Background: an optimization exercise with open tools, aiming at small area and a short achievable clock period. Do not read the settings as production practice. RTL that was checked went through simulation tests only; none was proved equivalent to the original. For run 2, only the layout was checked, not whether the RTL still works. No activity file was given, so power comes from the tool's default toggle rates.

==> flow/design.v (outline; a module is shown in full before it is edited, if it fits) <==
// module top: 21 lines
// module roba_mid: 17 lines
// module roba_expx: 43 lines
// module roba_expy: 29 lines
// module roba_por: 20 lines
// module roba_in: 167 lines
// module roba_sha: 132 lines
// module roba_shb: 121 lines
// module roba_add: 339 lines
// module g_inv: 1 lines
// module g_nand2: 1 lines
// module g_nor2: 1 lines
// module g_xor2: 1 lines
// module g_xnor2: 1 lines
// module g_a21oi: 1 lines
// module g_o21ai: 1 lines
// module g_o22ai: 1 lines
// module g_nor3: 1 lines
// module g_nor4: 1 lines
// module g_and4: 1 lines
// module g_and2: 1 lines
// module g_nand3: 1 lines
// module g_nand4: 1 lines
// module g_a22o: 1 lines
// module g_a31oi: 1 lines
// module g_a41oi: 1 lines
module top (
    input             clk,
    input      [15:0] x,
    input      [15:0] y,
    output reg [31:0] Q_p
);
  // ...
==> flow/flow/run.sh <==
#!/bin/bash
# Own layout flow: the standard ORFS flow with these changes:
#  - synthesis keeps the modules named in KEEP (flattened again at the end, as the standard flow's script
#    does) so that ABC maps each with a script of its own (ABC_PLAN: module:script pairs);
#  - ports get PORT_BUF buffers;
#  - timing repair aims SETUP_MARGIN ns below the clock period.
# Every tool's output goes to a log file in the work folder (and ORFS's own logs under orfs/logs).
set -euo pipefail
WORK=$(pwd)
FLOWDIR=$WORK/flow
source $FLOWDIR/settings.sh

cp config.mk my_config.mk
cat >> my_config.mk <<EOC
export SETUP_SLACK_MARGIN = ${SETUP_MARGIN}
export TNS_END_PERCENT = 100
export BUFFER_PORTS_ARGS = -buffer_cell ${PORT_BUF}
export SYNTH_KEEP_MODULES = ${KEEP:-}
EOC
[ -n "${EXTRA_MK:-}" ] && printf '%b\n' "$EXTRA_MK" >> my_config.mk
# area recovery after global routing (see post_grt.tcl)
if [ -f $FLOWDIR/post_grt.tcl ]; then
  echo "export POST_GLOBAL_ROUTE_TCL = $FLOWDIR/post_grt.tcl" >> my_config.mk
fi

# synthesis script: the standard flow's, with abc run once per module of ABC_PLAN, each with its own script
{
  echo "proc abc {args} {"
  echo "  set i [lsearch -exact \$args -script]"
  echo "  foreach {mod scr} {${ABC_PLAN}} {"
  echo "    set a \$args"
  echo "    lset a [expr {\$i + 1}] $FLOWDIR/\$scr"
  echo "    if {[string match roba_exp* \$mod]} { foreach c {${EXP_DU:-}} { lappend a -dont_use \$c } }"
  echo "    yosys abc {*}\$a \$mod"
  echo "  }"
  echo "}"
  cat synth_recipe.tcl
} > my_synth.tcl

make -C "$FLOW_HOME" DESIGN_CONFIG=$WORK/my_config.mk WORK_HOME=$WORK/orfs CLKGATE_MAP_FILE= \
  SYNTH_SCRIPT=$WORK/my_synth.tcl finish > $WORK/make_finish.log 2>&1

RES=$WORK/orfs/results/$FLOW_PLATFORM/top/base
: # left out here: write the final layout as DEF
==> flow/flow/amap.abc <==
strash; dch -f; amap
==> flow/flow/dnsize.tcl <==
# Greedy area recovery: downsize combinational cells one drive step at a time while the worst
# setup slack stays at least what it was before.
proc roba_family_sizes { master_name } {
  if { ![regexp {^(.*_)([0-9]+)$} $master_name -> base sz] } { return {} }
  set sizes {}
  foreach lc [get_lib_cells ${base}*] {
    set n [get_name $lc]
    if { [regexp "^[string map {. \\.} $base](\[0-9\]+)\$" $n -> s] } { lappend sizes [list $s $n] }
  }
  return [lsort -integer -index 0 $sizes]
}
proc roba_dnsize { {tol 0.0} {est "-placement"} } {
  estimate_parasitics {*}$est
  set ws0 [sta::worst_slack_cmd max]
  set a0 [rsz::design_area]
  set cands {}
  foreach inst [get_cells *] {
    if { [catch { set lc [get_lib_cells -of_objects $inst] }] || $lc eq "" || $lc eq "NULL" } { continue }
    if { [catch { set mn [get_name $lc] }] } { continue }
    if { [string match "*__dl*" $mn] || [string match "*__sdf*" $mn] } { continue }
    if { [string match "*clkbuf*" $mn] || [string match "clkbuf*" [get_name $inst]] } { continue }
    if { [string match "*tap*" $mn] || [string match "*fill*" $mn] || [string match "*conb*" $mn] } { continue }
    if { ![regexp {_([0-9]+)$} $mn -> sz] } { continue }
    if { $sz <= 1 } { continue }
    # slack of the instance's output
    set s 1e9
    foreach pin [get_pins -of_objects $inst -filter "direction == output"] {
      if { [catch { set ps [get_property $pin slack_max] }] } { set ps "" }
      if { $ps ne "" && $ps < $s } { set s $ps }
    }
    lappend cands [list $s $inst]
  }
  set cands [lsort -real -decreasing -index 0 $cands]
  set n 0
  foreach c $cands {
    set inst [lindex $c 1]
    set done 0
    while { !$done } {
      set mn [get_name [get_lib_cells -of_objects $inst]]
      set sizes [roba_family_sizes $mn]
      regexp {_([0-9]+)$} $mn -> cur
      set smaller ""
      foreach e $sizes { if { [lindex $e 0] < $cur } { set smaller [lindex $e 1] } }
      if { $smaller eq "" } { break }
      if { [catch { replace_cell $inst $smaller }] } { break }
      estimate_parasitics {*}$est
      set ws [sta::worst_slack_cmd max]
      if { $ws < $ws0 - $tol } {
        replace_cell $inst $mn
        estimate_parasitics {*}$est
        set done 1
      } else {
        incr n
      }
    }
  }
  puts "roba_dnsize: $n downsizing steps, area [expr {$a0*1e12}] -> [expr {[rsz::design_area]*1e12}], worst slack [expr {$ws0*1e9}] -> [expr {[sta::worst_slack_cmd max]*1e9}]"
}

proc roba_dnsize_adp { period {est "-placement"} } {
  estimate_parasitics {*}$est
  set ws [expr {[sta::worst_slack_cmd max] * 1e9}]
  set a [expr {[rsz::design_area] * 1e12}]
  set a0 $a; set ws0 $ws
  set cands {}
  foreach inst [get_cells *] {
    if { [catch { set lc [get_lib_cells -of_objects $inst] }] || $lc eq "" || $lc eq "NULL" } { continue }
    if { [catch { set mn [get_name $lc] }] } { continue }
    if { [string match "*__dl*" $mn] || [string match "*__sdf*" $mn] } { continue }
    if { [string match "*clkbuf*" $mn] || [string match "clkbuf*" [get_name $inst]] } { continue }
    if { [string match "*tap*" $mn] || [string match "*fill*" $mn] || [string match "*conb*" $mn] } { continue }
    if { ![regexp {_([0-9]+)$} $mn -> sz] } { continue }
    if { $sz <= 1 } { continue }
    set s 1e9
    foreach pin [get_pins -of_objects $inst -filter "direction == output"] {
      if { [catch { set ps [get_property $pin slack_max] }] } { set ps "" }
      if { $ps ne "" && $ps < $s } { set s $ps }
    }
    lappend cands [list $s $inst]
  }
  set cands [lsort -real -decreasing -index 0 $cands]
  set n 0
  foreach c $cands {
    set inst [lindex $c 1]
    while { 1 } {
      set mn [get_name [get_lib_cells -of_objects $inst]]
      set sizes [roba_family_sizes $mn]
      regexp {_([0-9]+)$} $mn -> cur
      set smaller ""
      foreach e $sizes { if { [lindex $e 0] < $cur } { set smaller [lindex $e 1] } }
      if { $smaller eq "" } { break }
      if { [catch { replace_cell $inst $smaller }] } { break }
      estimate_parasitics {*}$est
      set ws1 [expr {[sta::worst_slack_cmd max] * 1e9}]
      set a1 [expr {[rsz::design_area] * 1e12}]
      if { $a1 * ($period - $ws1) > $a * ($period - $ws) } {
        replace_cell $inst $mn
        estimate_parasitics {*}$est
        break
      }
      set ws $ws1; set a $a1
      incr n
    }
  }
  puts "roba_dnsize_adp: $n steps, area $a0 -> $a, worst slack $ws0 -> $ws"
}
==> flow/flow/exp.abc <==
strash; dch -f; map -D 900; topo; buffer -N 8; upsize -D 900; dnsize -D 900; stime -p
==> flow/flow/gate.abc <==
strash; map -a
==> flow/flow/post_grt.tcl <==
# After global routing's timing repair: give back area by downsizing cells that do not set the
# worst slack, then legalize and re-route what moved (as global_route.tcl does after its repairs).
source [file join [file dirname [info script]] dnsize.tcl]
roba_dnsize_adp 14.0 -global_routing
log_cmd global_route -start_incremental
log_cmd detailed_placement
log_cmd global_route -end_incremental
log_cmd estimate_parasitics -global_routing
write_guides $::env(RESULTS_DIR)/route.guide
==> flow/flow/settings.sh <==
SETUP_MARGIN=9.4
PORT_BUF=sky130_fd_sc_hd__buf_1
KEEP="roba_expx roba_expy g_a21oi g_inv g_nand2 g_nor2 g_nor3 g_o21ai g_o22ai g_xnor2 g_xor2 "
ABC_PLAN="roba_expx exp.abc roba_expy exp.abc g_* gate.abc top amap.abc"
EXTRA_MK='export ADDER_MAP_FILE =
export CTS_BUF_LIST = sky130_fd_sc_hd__clkbuf_8
export CTS_CLUSTER_SIZE = 32
export CTS_CLUSTER_DIAMETER = 60
export SKIP_GATE_CLONING = 1
export REMOVE_ABC_BUFFERS = 1
export ROBA_DN_TOL = 0.0
export SETUP_MOVE_SEQUENCE = unbuffer,sizeup,swap,buffer,split'
EXP_DU="sky130_fd_sc_hd__nor4_* sky130_fd_sc_hd__nor3_* sky130_fd_sc_hd__or4_* sky130_fd_sc_hd__or3_* sky130_fd_sc_hd__a211oi_* sky130_fd_sc_hd__a2111oi_* sky130_fd_sc_hd__o2111ai_* sky130_fd_sc_hd__a311oi_* sky130_fd_sc_hd__o311ai_* sky130_fd_sc_hd__a41oi_* sky130_fd_sc_hd__o41ai_* sky130_fd_sc_hd__nor4b_* sky130_fd_sc_hd__nor3b_* sky130_fd_sc_hd__or2_* sky130_fd_sc_hd__and4_* sky130_fd_sc_hd__a221oi_* sky130_fd_sc_hd__o221ai_*"
==> flow/standard.sh <==
#!/bin/bash
# synth_recipe.tcl (not shown) runs the flow's synth.tcl, then flattens the netlist and writes it again
# the make line also repeats each setting of config.mk as NAME=value (left out here)
make -C /OpenROAD-flow-scripts/flow DESIGN_CONFIG=/design/flow/config.mk WORK_HOME=/design/flow/orfs CLKGATE_MAP_FILE= SYNTH_SCRIPT=/design/flow/synth_recipe.tcl "${@:-finish}"
==> flow/config.mk <==
export PLATFORM = sky130hd
export DESIGN_NAME = top
export DESIGN_NICKNAME = top
export VERILOG_FILES = /design/flow/design.v
export SDC_FILE = /design/flow/constraint.sdc
export NUM_CORES = 8
export LEC_CHECK = 0
export CAP_MARGIN = 20
export CORE_MARGIN = 2
export CORE_UTILIZATION = 40
export SLEW_MARGIN = 20
==> flow/constraint.sdc <==
create_clock -name core_clock -period 14.0 [get_ports {clk}]
set_input_delay 2.8000 -clock core_clock [delete_from_list [all_inputs] [get_ports {clk}]]
set_output_delay 2.8000 -clock core_clock [all_outputs]
set_load 0.01 [all_outputs]
==> impl_metrics.py, run 1 <==
metrics = {
    "outcome": {
        "outcome": "finished clean",
    },
    "routing": {
        "viasPerCell": 5.24,
        "drtAntennaViolNets": 0,
        "wl_met1_mm": 6.96,
        "wl_met2_mm": 6.22,
    },
    "timing": {
        "hold_slack_ns": 0.854,
        "setup_ws_ns": 9.82,
        "skew_ns": 0.00972,
        "final-hold-violation-count": 0,
    },
    "synthesis": {
        "ys.flop_type": "dfxtp_1",
        "postSynthAreaPerCell_um2": 6.62,
        "synth-edff-count": 0,
        "synth_cell_types": 34,
        "netlist_area_mm2": 0.00548,
    },
    "layout": {
        "nNonClkInverters": 67,
        "fin_cells": 1098,
        "clock_area_frac": 0.0274,
        "multi_input_area_share": 0.633,
        "multi_input_area_mm2": 0.00397,
    },
    "place": {
        "place_area_mm2": 0.00597,
    },
    "setup_path": {
        "rr_startpoint": "ax_r[15]",
    },
    "clocking": {
        "post_cts_buffers": 5,
        "htree_levels": 3,
        "cts_tree": "done",
        "cts_resized": 11,
    },
    "worst_hold_path": {
        "min_path_cells": 0,
    },
    "global_route": {
        "grt_pass1_vias": 5125,
        "grt_max_degree": 33,
    },
}
==> module top, before the edit <==
module top (
    input             clk,
    input      [15:0] x,
    input      [15:0] y,
    output reg [31:0] Q_p
);
  wire [15:0] ax, ay;
  wire        s;
  roba_in u_in (.x(x), .y(y), .ax(ax), .ay(ay), .s(s));
  reg  [15:0] ax_r, ay_r;
  reg         s_r;
  always @(posedge clk) begin
    ax_r <= ax;
    ay_r <= ay;
    s_r  <= s;
  end
  wire [30:0] p;
  roba_mid u_mid (.ax(ax_r), .ay(ay_r), .s(s_r), .p(p));
  always @(posedge clk)
    Q_p <= {s_r, p};
endmodule
==> module roba_mid, before the edit <==
module roba_mid (
    input  [15:0] ax,
    input  [15:0] ay,
    input         s,
    output [30:0] p
);
  wire        nzx = |ax;
  wire        nzy = |ay;
  wire [3:0]  ex, ey;
  wire [13:0] dx;
  roba_expx rx (.a(ax), .nz(nzy), .e(ex), .d(dx));
  roba_expy ry (.a(ay), .e(ey));
  wire [30:0] A, B;
  roba_sha sha (.d(ay & {16{nzx}}), .e(ex), .o(A));    
  roba_shb shb (.d(dx), .e(ey), .o(B));                 
  roba_add add (.a(A), .b(B), .inv(s), .s(p));
endmodule
==> inputs of run 2 (changes only) <==
--- a/flow/design.v
+++ b/flow/design.v
@@ -9,13 +9,21 @@
   wire        s;
   roba_in u_in (.x(x), .y(y), .ax(ax), .ay(ay), .s(s));
+  wire [3:0]  ex, ey;
+  wire        upx;
+  roba_expe rx (.a(ax), .e(ex), .up(upx));
+  roba_expe ry (.a(ay), .e(ey), .up());
   reg  [15:0] ax_r, ay_r;
-  reg         s_r;
+  reg  [3:0]  ex_r, ey_r;
+  reg         s_r, up_r;
   always @(posedge clk) begin
     ax_r <= ax;
     ay_r <= ay;
     s_r  <= s;
+    ex_r <= ex;
+    ey_r <= ey;
+    up_r <= upx;
   end
   wire [30:0] p;
-  roba_mid u_mid (.ax(ax_r), .ay(ay_r), .s(s_r), .p(p));
+  roba_mid u_mid (.ax(ax_r), .ay(ay_r), .ex(ex_r), .ey(ey_r), .up(up_r), .s(s_r), .p(p));
   always @(posedge clk)
     Q_p <= {s_r, p};
@@ -24,4 +32,7 @@
     input  [15:0] ax,
     input  [15:0] ay,
+    input  [3:0]  ex,
+    input  [3:0]  ey,
+    input         up,
     input         s,
     output [30:0] p
@@ -29,8 +40,6 @@
   wire        nzx = |ax;
   wire        nzy = |ay;
-  wire [3:0]  ex, ey;
   wire [13:0] dx;
-  roba_expx rx (.a(ax), .nz(nzy), .e(ex), .d(dx));
-  roba_expy ry (.a(ay), .e(ey));
+  roba_dx rdx (.a(ax), .up(up), .nz(nzy), .d(dx));
   wire [30:0] A, B;
   roba_sha sha (.d(ay & {16{nzx}}), .e(ex), .o(A));    
@@ -38,12 +47,11 @@
   roba_add add (.a(A), .b(B), .inv(s), .s(p));
 endmodule
-module roba_expx (
+module roba_expe (
     input  [15:0] a,
-    input         nz,
     output [3:0]  e,
-    output [13:0] d
+    output        up
 );
   wire [15:0] m;
-  wire [15:0] ar, orr;    
+  wire [15:0] ar, orr;
   genvar j;
   generate
@@ -74,17 +82,14 @@
     end
   endgenerate
-  wire up = |upt;
-  generate
-    for (j = 0; j < 14; j = j + 1) begin : g_d
-      assign d[j] = nz & (m[j] ? a[j] : up);
-    end
-  endgenerate
+  assign up = |upt;
 endmodule
-module roba_expy (
+module roba_dx (
     input  [15:0] a,
-    output [3:0]  e
+    input         up,
+    input         nz,
+    output [13:0] d
 );
   wire [15:0] m;
-  wire [15:0] ar, orr;    
+  wire [15:0] ar, orr;
   genvar j;
   generate
@@ -95,18 +100,9 @@
   endgenerate
   roba_por #(.N(16)) por (.i(ar), .o(orr));
-  wire [16:1] ge;
-  assign ge[1]  = m[0];
-  assign ge[2]  = m[1];
   generate
-    for (j = 3; j < 16; j = j + 1) begin : g_ge
-      assign ge[j] = m[j-1] | (a[j-1] & a[j-2]);
+    for (j = 0; j < 14; j = j + 1) begin : g_d
+      assign d[j] = nz & (m[j] ? a[j] : up);
     end
   endgenerate
-  assign ge[16] = 1'b0;
-  assign e[3] = ge[8];
-  assign e[2] = ge[4] & ~ge[8] | ge[12];
-  assign e[1] = ge[2] & ~ge[4] | ge[6] & ~ge[8] | ge[10] & ~ge[12] | ge[14];
-  assign e[0] = ge[1] & ~ge[2] | ge[3] & ~ge[4] | ge[5] & ~ge[6] | ge[7] & ~ge[8]
-              | ge[9] & ~ge[10] | ge[11] & ~ge[12] | ge[13] & ~ge[14] | ge[15];
 endmodule
 module roba_por #(parameter N = 16, parameter L = 4) (
--- a/flow/flow/run.sh
+++ b/flow/flow/run.sh
@@ -31,5 +31,5 @@
   echo "    set a \$args"
   echo "    lset a [expr {\$i + 1}] $FLOWDIR/\$scr"
-  echo "    if {[string match roba_exp* \$mod]} { foreach c {${EXP_DU:-}} { lappend a -dont_use \$c } }"
+  echo "    if {[string match roba_* \$mod]} { foreach c {${EXP_DU:-}} { lappend a -dont_use \$c } }"
   echo "    yosys abc {*}\$a \$mod"
   echo "  }"
==> flow/flow/settings.sh (replaced) <==
SETUP_MARGIN=9.4
PORT_BUF=sky130_fd_sc_hd__buf_1
KEEP="roba_expe roba_dx g_a21oi g_inv g_nand2 g_nor2 g_nor3 g_o21ai g_o22ai g_xnor2 g_xor2 "
ABC_PLAN="roba_expe exp.abc roba_dx exp.abc g_* gate.abc top amap.abc"
EXTRA_MK='export ADDER_MAP_FILE =
export CTS_BUF_LIST = sky130_fd_sc_hd__clkbuf_8
export CTS_CLUSTER_SIZE = 32
export CTS_CLUSTER_DIAMETER = 60
export SKIP_GATE_CLONING = 1
export REMOVE_ABC_BUFFERS = 1
export ROBA_DN_TOL = 0.0'
EXP_DU="sky130_fd_sc_hd__nor4_* sky130_fd_sc_hd__nor3_* sky130_fd_sc_hd__or4_* sky130_fd_sc_hd__or3_* sky130_fd_sc_hd__a211oi_* sky130_fd_sc_hd__a2111oi_* sky130_fd_sc_hd__o2111ai_* sky130_fd_sc_hd__a311oi_* sky130_fd_sc_hd__o311ai_* sky130_fd_sc_hd__a41oi_* sky130_fd_sc_hd__o41ai_* sky130_fd_sc_hd__nor4b_* sky130_fd_sc_hd__nor3b_* sky130_fd_sc_hd__or2_* sky130_fd_sc_hd__and4_* sky130_fd_sc_hd__a221oi_* sky130_fd_sc_hd__o221ai_*"
==> run 2 against run 1 <==
  * Now fails the layout checks on capacitance limit, slew limit
  * Sequential cell count up 9
  * Clock-buffer cell count down 1
  * Largest cell class unchanged
  * Global-route usage down 1.8 points
  * Total power up 5.5%
  * Critical path depth down 4
  * Sequential power up 11%
==> impl_metrics.py, run 2 <==
metrics = {
    "timing": {
        "final-hold-violation-count": 0,
        "drv_slew": 33,
        "timing.fmax_mhz": 223,
        "fin_crit_sh": 0.321,
        "slew_headroom": -0.280,
        "tns_ns": 0,
        "setup_viol": 0,
        "skew_ns": 0.0168,
        "fin_crit_ns": 4.49,
        "worst_slew_pin_slew_ns": 1.92,
    },
    "setup_path": {
        "critPathLaunch": "x[1]",
        "crit_fanout": 3,
        "r2r-end": "Q_p[28]",
        "r2r_slack_ns": 9.75,
        "worst-setup-path-type": "in2reg",
        "endpoint": "ex_r[1]",
        "worstPathRequired_ns": 14.25,
        "crit_arrival_ns": 4.74,
        "rr_startpoint": "ax_r[15]",
        "cp-start-kind": "input pin",
        "critPathCaptureType": "flip-flop",
        "rr_worst_depth": 20,
    },
    "clocking": {
        "cts_resized": 12,
        "post_cts_buffers": 4,
        "insertion_delay_ns": 0.36,
        "cts-buffers-inserted": 9,
        "clockBufferDepth": 2,
        "hold_buffers": 0,
        "cts_sinks": 74,
        "cts_tree": "done",
        "htree_levels": 3,
        "clkTransAtPathRegs_ns": 0.08,
        "cts_root_buf": "clkbuf_8",
    },
    "routing": {
        "dr.pass1.iters": 5,
        "routed_wl_mm": 14.4,
        "drtAntennaViolNets": 0,
        "wire_per_inst_um": 12.6,
        "first_iter_violations": 374,
        "vias": 5911,
        "viasPerCell": 5.16,
        "drc_errors": 0,
    },
    "outcome": {
        "so.violations": "capacitance limit, slew limit",
        "outcome": "finished with violations",
    },
    "worst_hold_path": {
        "hold_path_class": "reg2reg",
    },
    "global_route": {
        "grt_max_degree": 33,
        "grt_first_pass_wirelength_mm": 23.5,
        "grt_pass1_vias": 5140,
        "track_usage": 0.181,
        "overflow": 0,
        "antenna_found_initial": 0,
    },
    "place": {
        "dpl.hpwl_mm": 11.4,
        "numPortBuffers": 64,
        "placedCellCount": 1115,
        "globalplace.congestion": 0.915,
    },
    "layout": {
        "final_common_cell": "nor2_1",
        "antennaDiodeCount": 0,
        "final_cell_mix": "nor2_1, o22ai_1, nand2_1, xnor2_1, dfxtp_1",
        "drive_above_1_share": 0.0714,
        "fin_cells": 1146,
        "syn_to_final_growth_pct": 14.9,
        "reg.largest.list": "Q_p (32), ax_r (16), ay_r (16)",
        "largest_reg_flops": 32,
        "top_register": "Q_p",
        "final_nets": 994,
        "fillers": 1523,
    },
    "die": {
        "ios": 65,
        "dieArea_mm2": 0.0154,
        "core_mm2": 0.0140,
        "initial_core_util": 0.414,
        "rows": 43,
        "die_w_um": 124,
        "fp.dieH_um": 124,
    },
    "pwr": {
        "power.internal_uw": 534,
        "seq_power_share": 0.320,
        "cellPowerDensity_mw_per_mm2": 135,
        "vdd_drop_max_mv": 0.0492,
        "leakage_nw": 2.42,
        "swShare": 0.404,
        "clkPwrFrac": 0.184,
        "switching_power_uw": 361,
        "comb_power_share": 0.496,
    },
    "synthesis": {
        "netlist_area_mm2": 0.00579,
        "postSynthAreaPerCell_um2": 6.65,
        "syn_inst": 870,
        "synth_warnings": 2,
    },
    "flow_run": {
        "maxCapViolCount": 1,
    },
}
==> run 2: metal layers <==
layer / vias to the layer above / GRT usage / share of wire
met4: 0 / 0.0668 / 0.019
met2: 156 / 0.297 / 0.45
met5: - / 0 / 0
met1: 2556 / 0.240 / 0.49
met3: 19 / 0.0279 / 0.042
li1: 3180 / - / -
==> run 2: worst min-delay path by stage <==
stage	slack, ns	from	to	cells past startpoint
detailed placement	0.86	s_r	Q_p[31]	0
global placement	0.87	s_r	Q_p[31]	0
finish	0.97	ay_r[0]	Q_p[1]	7
floorplan	0.81	ax_r[0]	Q_p[1]	8
CTS	0.87	s_r	Q_p[31]	0
==> run 2: area by class of cell <==
type / count / area, um^2 / share of cell area
Inverter: 88 / 335 / 0.0504
Sequential cell: 74 / 1480 / 0.223
Tap cell: 180 / 225 / 0.0339
Multi-Input combinational cell: 707 / 4060 / 0.611
Timing Repair Buffer: 81 / 343 / 0.0516
Clock inverter: 6 / 63.8 / 0.00960
Clock buffer: 10 / 138 / 0.0207
==> run 2: power groups by stage <==
stage                     Sequential [mW]  Combinational [mW]  Clock (mW)
after detailed placement            0.292               0.437           0
after global placement              0.291               0.436           0
after CTS                           0.287               0.440       0.210
after floorplan                     0.304               0.324           0
final                               0.286               0.444       0.165
==> run 2: per-stage QoR <==
stage	instance area, um^2	utilization	setup WS, ns	hold slack (ns)	power, mW
after floorplan	5780	-	9.08	0.814	0.628
after global placement	6270	0.448	8.69	0.868	0.728
after detailed placement	6270	0.448	8.62	0.861	0.729
after CTS	6580	0.470	9.22	0.867	0.937
final	6650	0.475	9.51	0.965	0.895
==> run 2: worst max-delay path: stages <==
cell	delay, ns
clkbuf_2	0.10
nor2_2	0.16
nand2_2	0.10
nor2_4	0.13
inv_2	0.06
nor2_4	0.10
nand2_2	0.07
nor2_2	0.09
nor2_1	0.06
xor2_1	0.18
nor2_2	0.13
nand3_2	0.13
buf_2	0.16
nor2_1	0.13
o21ai_1	0.11
a21oi_1	0.15
nand2_1	0.07
==> inputs of run 3 (changes only) <==
--- a/flow/design.v
+++ b/flow/design.v
@@ -9,21 +9,13 @@
   wire        s;
   roba_in u_in (.x(x), .y(y), .ax(ax), .ay(ay), .s(s));
-  wire [3:0]  ex, ey;
-  wire        upx;
-  roba_expe rx (.a(ax), .e(ex), .up(upx));
-  roba_expe ry (.a(ay), .e(ey), .up());
   reg  [15:0] ax_r, ay_r;
-  reg  [3:0]  ex_r, ey_r;
-  reg         s_r, up_r;
+  reg         s_r;
   always @(posedge clk) begin
     ax_r <= ax;
     ay_r <= ay;
     s_r  <= s;
-    ex_r <= ex;
-    ey_r <= ey;
-    up_r <= upx;
   end
   wire [30:0] p;
-  roba_mid u_mid (.ax(ax_r), .ay(ay_r), .ex(ex_r), .ey(ey_r), .up(up_r), .s(s_r), .p(p));
+  roba_mid u_mid (.ax(ax_r), .ay(ay_r), .s(s_r), .p(p));
   always @(posedge clk)
     Q_p <= {s_r, p};
@@ -32,7 +24,4 @@
     input  [15:0] ax,
     input  [15:0] ay,
-    input  [3:0]  ex,
-    input  [3:0]  ey,
-    input         up,
     input         s,
     output [30:0] p
@@ -40,6 +29,8 @@
   wire        nzx = |ax;
   wire        nzy = |ay;
+  wire [3:0]  ex, ey;
   wire [13:0] dx;
-  roba_dx rdx (.a(ax), .up(up), .nz(nzy), .d(dx));
+  roba_expx rx (.a(ax), .nz(nzy), .e(ex), .d(dx));
+  roba_expy ry (.a(ay), .e(ey));
   wire [30:0] A, B;
   roba_sha sha (.d(ay & {16{nzx}}), .e(ex), .o(A));    
@@ -47,11 +38,12 @@
   roba_add add (.a(A), .b(B), .inv(s), .s(p));
 endmodule
-module roba_expe (
+module roba_expx (
     input  [15:0] a,
+    input         nz,
     output [3:0]  e,
-    output        up
+    output [13:0] d
 );
   wire [15:0] m;
-  wire [15:0] ar, orr;
+  wire [15:0] ar, orr;    
   genvar j;
   generate
@@ -82,14 +74,17 @@
     end
   endgenerate
-  assign up = |upt;
+  wire up = |upt;
+  generate
+    for (j = 0; j < 14; j = j + 1) begin : g_d
+      assign d[j] = nz & (m[j] ? a[j] : up);
+    end
+  endgenerate
 endmodule
-module roba_dx (
+module roba_expy (
     input  [15:0] a,
-    input         up,
-    input         nz,
-    output [13:0] d
+    output [3:0]  e
 );
   wire [15:0] m;
-  wire [15:0] ar, orr;
+  wire [15:0] ar, orr;    
   genvar j;
   generate
@@ -100,9 +95,18 @@
   endgenerate
   roba_por #(.N(16)) por (.i(ar), .o(orr));
+  wire [16:1] ge;
+  assign ge[1]  = m[0];
+  assign ge[2]  = m[1];
   generate
-    for (j = 0; j < 14; j = j + 1) begin : g_d
-      assign d[j] = nz & (m[j] ? a[j] : up);
+    for (j = 3; j < 16; j = j + 1) begin : g_ge
+      assign ge[j] = m[j-1] | (a[j-1] & a[j-2]);
     end
   endgenerate
+  assign ge[16] = 1'b0;
+  assign e[3] = ge[8];
+  assign e[2] = ge[4] & ~ge[8] | ge[12];
+  assign e[1] = ge[2] & ~ge[4] | ge[6] & ~ge[8] | ge[10] & ~ge[12] | ge[14];
+  assign e[0] = ge[1] & ~ge[2] | ge[3] & ~ge[4] | ge[5] & ~ge[6] | ge[7] & ~ge[8]
+              | ge[9] & ~ge[10] | ge[11] & ~ge[12] | ge[13] & ~ge[14] | ge[15];
 endmodule
 module roba_por #(parameter N = 16, parameter L = 4) (
--- a/flow/flow/run.sh
+++ b/flow/flow/run.sh
@@ -19,8 +19,4 @@
 EOC
 [ -n "${EXTRA_MK:-}" ] && printf '%b\n' "$EXTRA_MK" >> my_config.mk
-# area recovery after global routing (see post_grt.tcl)
-if [ -f $FLOWDIR/post_grt.tcl ]; then
-  echo "export POST_GLOBAL_ROUTE_TCL = $FLOWDIR/post_grt.tcl" >> my_config.mk
-fi
 
 # synthesis script: the standard flow's, with abc run once per module of ABC_PLAN, each with its own script
@@ -31,5 +27,4 @@
   echo "    set a \$args"
   echo "    lset a [expr {\$i + 1}] $FLOWDIR/\$scr"
-  echo "    if {[string match roba_* \$mod]} { foreach c {${EXP_DU:-}} { lappend a -dont_use \$c } }"
   echo "    yosys abc {*}\$a \$mod"
   echo "  }"
==> flow/flow/settings.sh (replaced) <==
SETUP_MARGIN=9.5
PORT_BUF=sky130_fd_sc_hd__buf_1
KEEP="roba_expx roba_expy g_a21oi g_inv g_nand2 g_nor2 g_nor3 g_o21ai g_o22ai g_xnor2 g_xor2 "
ABC_PLAN="roba_expx exp.abc roba_expy exp.abc g_* gate.abc top amap.abc"
EXTRA_MK='export ADDER_MAP_FILE =
export CTS_BUF_LIST = sky130_fd_sc_hd__clkbuf_8
export CTS_CLUSTER_SIZE = 32
export CTS_CLUSTER_DIAMETER = 60
export SKIP_GATE_CLONING = 1'
removed: flow/flow/dnsize.tcl
removed: flow/flow/post_grt.tcl
==> run 3 against run 2 <==
  * The run now finishes clean
  * Setup slack gained 0.26 ns
  * Total power fell by 1.2%
  * Clock skew is 0.0048 ns lower
  * Global-route usage is 2.0 points higher
  * First-iteration DRC count increased by 15%
  * Fmax grew 6.0%
  * Design area down 1.1%
  * Sequential power shrank 9.4%
  * Non-clock buffer count grew 4
  * Clock power shrank 6%
  * Clock-buffer cell count did not move
  * Utilization grew 1.8 points
  * Critical path type is now reg2reg
  * Largest power group unchanged
==> impl_metrics.py, run 3 <==
metrics = {
    "outcome": {
        "outcome": "finished clean",
    },
    "timing": {
        "final-hold-violation-count": 0,
        "skew_ns": 0.0120,
        "drv_slew": 0,
        "tns_ns": 0,
        "fin_crit_ns": 4.23,
        "rsz0062_at_grt": "true",
        "timing.fmax_mhz": 236,
        "slew_headroom": 0.315,
        "worst_slew_pin_slew_ns": 1.03,
        "setup_viol": 0,
        "setup_ws_ns": 9.77,
        "fin_crit_sh": 0.302,
    },
    "synthesis": {
        "netlist_area_mm2": 0.00551,
        "synth_seq_cells": 65,
        "synth_top_area_share": 0.236,
        "postSynthAreaPerCell_um2": 6.68,
        "ys.flop_type": "dfxtp_1",
        "synth_seq_area_share": 0.236,
        "synth.area.top_cells": "dfxtp_1, xnor2_1, o22ai_1",
        "async_flop_share": 0,
        "synth_common_cells": "nor2_1, o22ai_1, nand2_1, xnor2_1, o21ai_0",
        "synth-edff-count": 0,
        "synth_cell_types": 37,
        "syn_inst": 824,
        "synth_warnings": 2,
        "yosysMostFrequentCell": "nor2_1",
        "synth_top_area_cell": "dfxtp_1",
    },
    "setup_path": {
        "crit_top_cell": "o22ai_1",
        "rr_startpoint": "ax_r[13]",
        "crit_chain": "nor2_1 -> nand2_2 -> inv_4 -> nand2_4 -> inv_2 -> nand2_4 -> a21oi_1 -> a21oi_1 -> o2111ai_4 -> buf_12 -> o22ai_1 -> o22ai_1 -> o22ai_1 -> o22ai_1 -> nor2_1 -> o21ai_0 -> a21oi_2 -> o21ai_0 -> a21oi_2 -> buf_4 -> clkinv_2 -> a21oi_1 -> xnor2_1",
        "worstPathRequired_ns": 14.25,
        "rr_worst_depth": 23,
        "cp-start-kind": "flip-flop",
        "critPathCaptureType": "flip-flop",
        "r2r-end": "Q_p[18]",
        "slowest_delay_ns": 0.43,
        "slowest_stage": "dfxtp_1",
        "crit_fanout": 26,
        "r2r_slack_ns": 9.77,
        "crit_arrival_ns": 4.49,
        "worst-setup-path-type": "reg2reg",
    },
    "die": {
        "core_mm2": 0.0133,
        "initial_core_util": 0.413,
        "fp.dieH_um": 121,
        "die_w_um": 121,
        "rows": 42,
        "ios": 65,
        "dieArea_mm2": 0.0147,
    },
    "routing": {
        "vias": 5823,
        "routed_wl_mm": 14.9,
        "drc_errors": 0,
        "dr.pass1.iters": 5,
        "drtAntennaViolNets": 0,
        "wire_per_inst_um": 13.6,
        "viasPerCell": 5.31,
        "first_iter_violations": 430,
    },
    "global_route": {
        "antenna_found_initial": 0,
        "overflow": 0,
        "grt_max_degree": 33,
        "grt_pass1_vias": 4974,
        "track_usage": 0.200,
        "grt_first_pass_wirelength_mm": 23.7,
    },
    "place": {
        "numPortBuffers": 64,
        "dpl.hpwl_mm": 11.3,
        "pre_cts_slack_ns": 8.51,
        "place_area_mm2": 0.00598,
        "globalplace.congestion": 0.932,
        "placedCellCount": 1063,
    },
    "worst_hold_path": {
        "worstHoldEndpoint": "Q_p[31]",
        "min_from": "s_r",
        "min_path_cells": 0,
        "hold_path_class": "reg2reg",
    },
    "clocking": {
        "cts_sinks": 65,
        "insertion_delay_ns": 0.37,
        "hold_buffers": 0,
        "cts-buffers-inserted": 9,
        "cts_root_buf": "clkbuf_8",
        "clockBufferDepth": 2,
        "clkTransAtPathRegs_ns": 0.07,
        "cts_tree": "done",
        "htree_levels": 3,
    },
    "flow_run": {
        "maxCapViolCount": 0,
    },
    "layout": {
        "final_common_cell": "nor2_1",
        "finalInstanceArea_mm2": 0.00658,
        "top_register": "Q_p",
        "final_cell_mix": "nor2_1, o22ai_1, nand2_1, xnor2_1",
        "reg.largest.list": "Q_p (32), ax_r (16), ay_r (16)",
        "largest_reg_flops": 32,
        "final_core_util": 0.493,
        "fin_cells": 1097,
        "antennaDiodeCount": 0,
        "fillers": 1387,
        "drive_above_1_share": 0.101,
        "final_nets": 949,
        "syn_to_final_growth_pct": 19.5,
    },
    "pwr": {
        "cellPowerDensity_mw_per_mm2": 134,
        "vdd_drop_max_mv": 0.0614,
        "leakage_nw": 2.27,
    },
}
## run 3: logic make-up after synthesis
family / synth area share
simple gates: 0.236
flops: 0.236
xor+xnor: 0.196
compound gates: 0.281
buf+inv: 0.0511
## run 3: layout make-up
type	instances	area, um^2	share of cell area
multi-input cells	687	4160	0.633
clock inverters	6	51.3	0.00780
clock buffers	10	138	0.0209
repair buffers	85	424	0.0645
well taps	176	220	0.0335
inverters	68	282	0.0428
flip-flops and latches	65	1300	0.198
## run 3: through the flow
| stage | hold slack, ns | total power [mW] |
|---|---|---|
| after CTS | 0.865 | 0.866 |
| after floorplan | 0.813 | 0.596 |
| final | 0.861 | 0.884 |
| after detailed placement | 0.865 | 0.698 |
| after global routing | 0.905 | 0.953 |
| after global placement | 0.880 | 0.696 |
## run 3: worst max-delay path, delay by kind of cell, from the launching register on
family,cells,cell delay (ns)
XOR/XNOR,1,0.09
flip-flops,1,0.43
AND/OR/NAND/NOR,5,0.80
buffers and inverters,5,0.62
AO/OA/AOI/OAI,12,2.15
## run 3: per-layer routing
metal | global-route usage | wire length, um | vias to the layer above | share of wire
met5 | 0 | 0 | - | 0
met4 | 0.0783 | 376 | 0 | 0.025
met3 | 0.0409 | 881 | 27 | 0.059
met2 | 0.322 | 6730 | 182 | 0.45
met1 | 0.263 | 6890 | 2541 | 0.46
li1 | - | - | 3073 | -
## run 3: where the power goes
part | switching [mW] | leakage [nW] | internal [mW]
clock network | 0.0707 | 0.110 | 0.0844
logic | 0.275 | 1.61 | 0.195
registers | 0.0272 | 0.549 | 0.232
## run 3: worst max-delay path by stage
stage / cells after the start / slack [ns] / end / from
finish: 23 / 9.77 / Q_p[18] / ax_r[13]
global route: 23 / 9.42 / Q_p[18] / ax_r[15]
CTS: 19 / 9.52 / Q_p[20] / ay_r[15]
detailed placement: 18 / 8.51 / Q_p[18] / ax_r[15]
global placement: 18 / 8.49 / Q_p[18] / ax_r[13]
floorplan: 19 / 9.52 / Q_p[25] / ay_r[15]
## run 3: timing repair
item,CTS,global route
setup endpoints to repair,23,22
setup buffers,5,13
pin swaps,1,5
gates resized for setup,14,39
## run 3: modules after synthesis (local to each module, per instance)
module     copies in the design  cells  flip-flops and latches
top                           1     91                      65
roba_expx                     1     99                       0
roba_expy                     1     43                       0
g_xnor2                      88      1                       0
g_xor2                       35      1                       0
g_o22ai                     123      1                       0
g_a21oi                      28      1                       0
g_nor3                        1      1                       0
g_o21ai                      43      1                       0
g_inv                        45      1                       0
g_nand2                      85      1                       0
g_nor2                      143      1                       0

what the ideal ports hide:
How much do the figures lean on ideal ports? The routed layouts below were timed once more, with nothing changed but the port constraints.
Step 1, drivers: a clkbuf_16 drives clk and a buf_2 each remaining input, both assumed.
Step 2 times the ports against the registers' clock, not the clock port: input delays grow and output delays shrink by t, the midpoint of the rising clock arrivals with the driver on.
Three values: ideal, step 1, step 2; two values: the first two.
run | t, ns | slack for setup (ns) | worst setup path after step 2 | worst register clock-pin slew, ns
run 1 | 0.392 | 9.822 / 9.822 / 9.555 | input to register | 0.07 / 0.07
run 2 | 0.390 | 9.511 / 9.525 / 9.136 | input to register | 0.08 / 0.08
run 3 | 0.397 | 9.766 / 9.766 / 9.582 | input to register | 0.07 / 0.07
For run 2, which loses most, drivers alone change the setup slack by +0.014 ns; drivers and shift together by -0.375 ns.
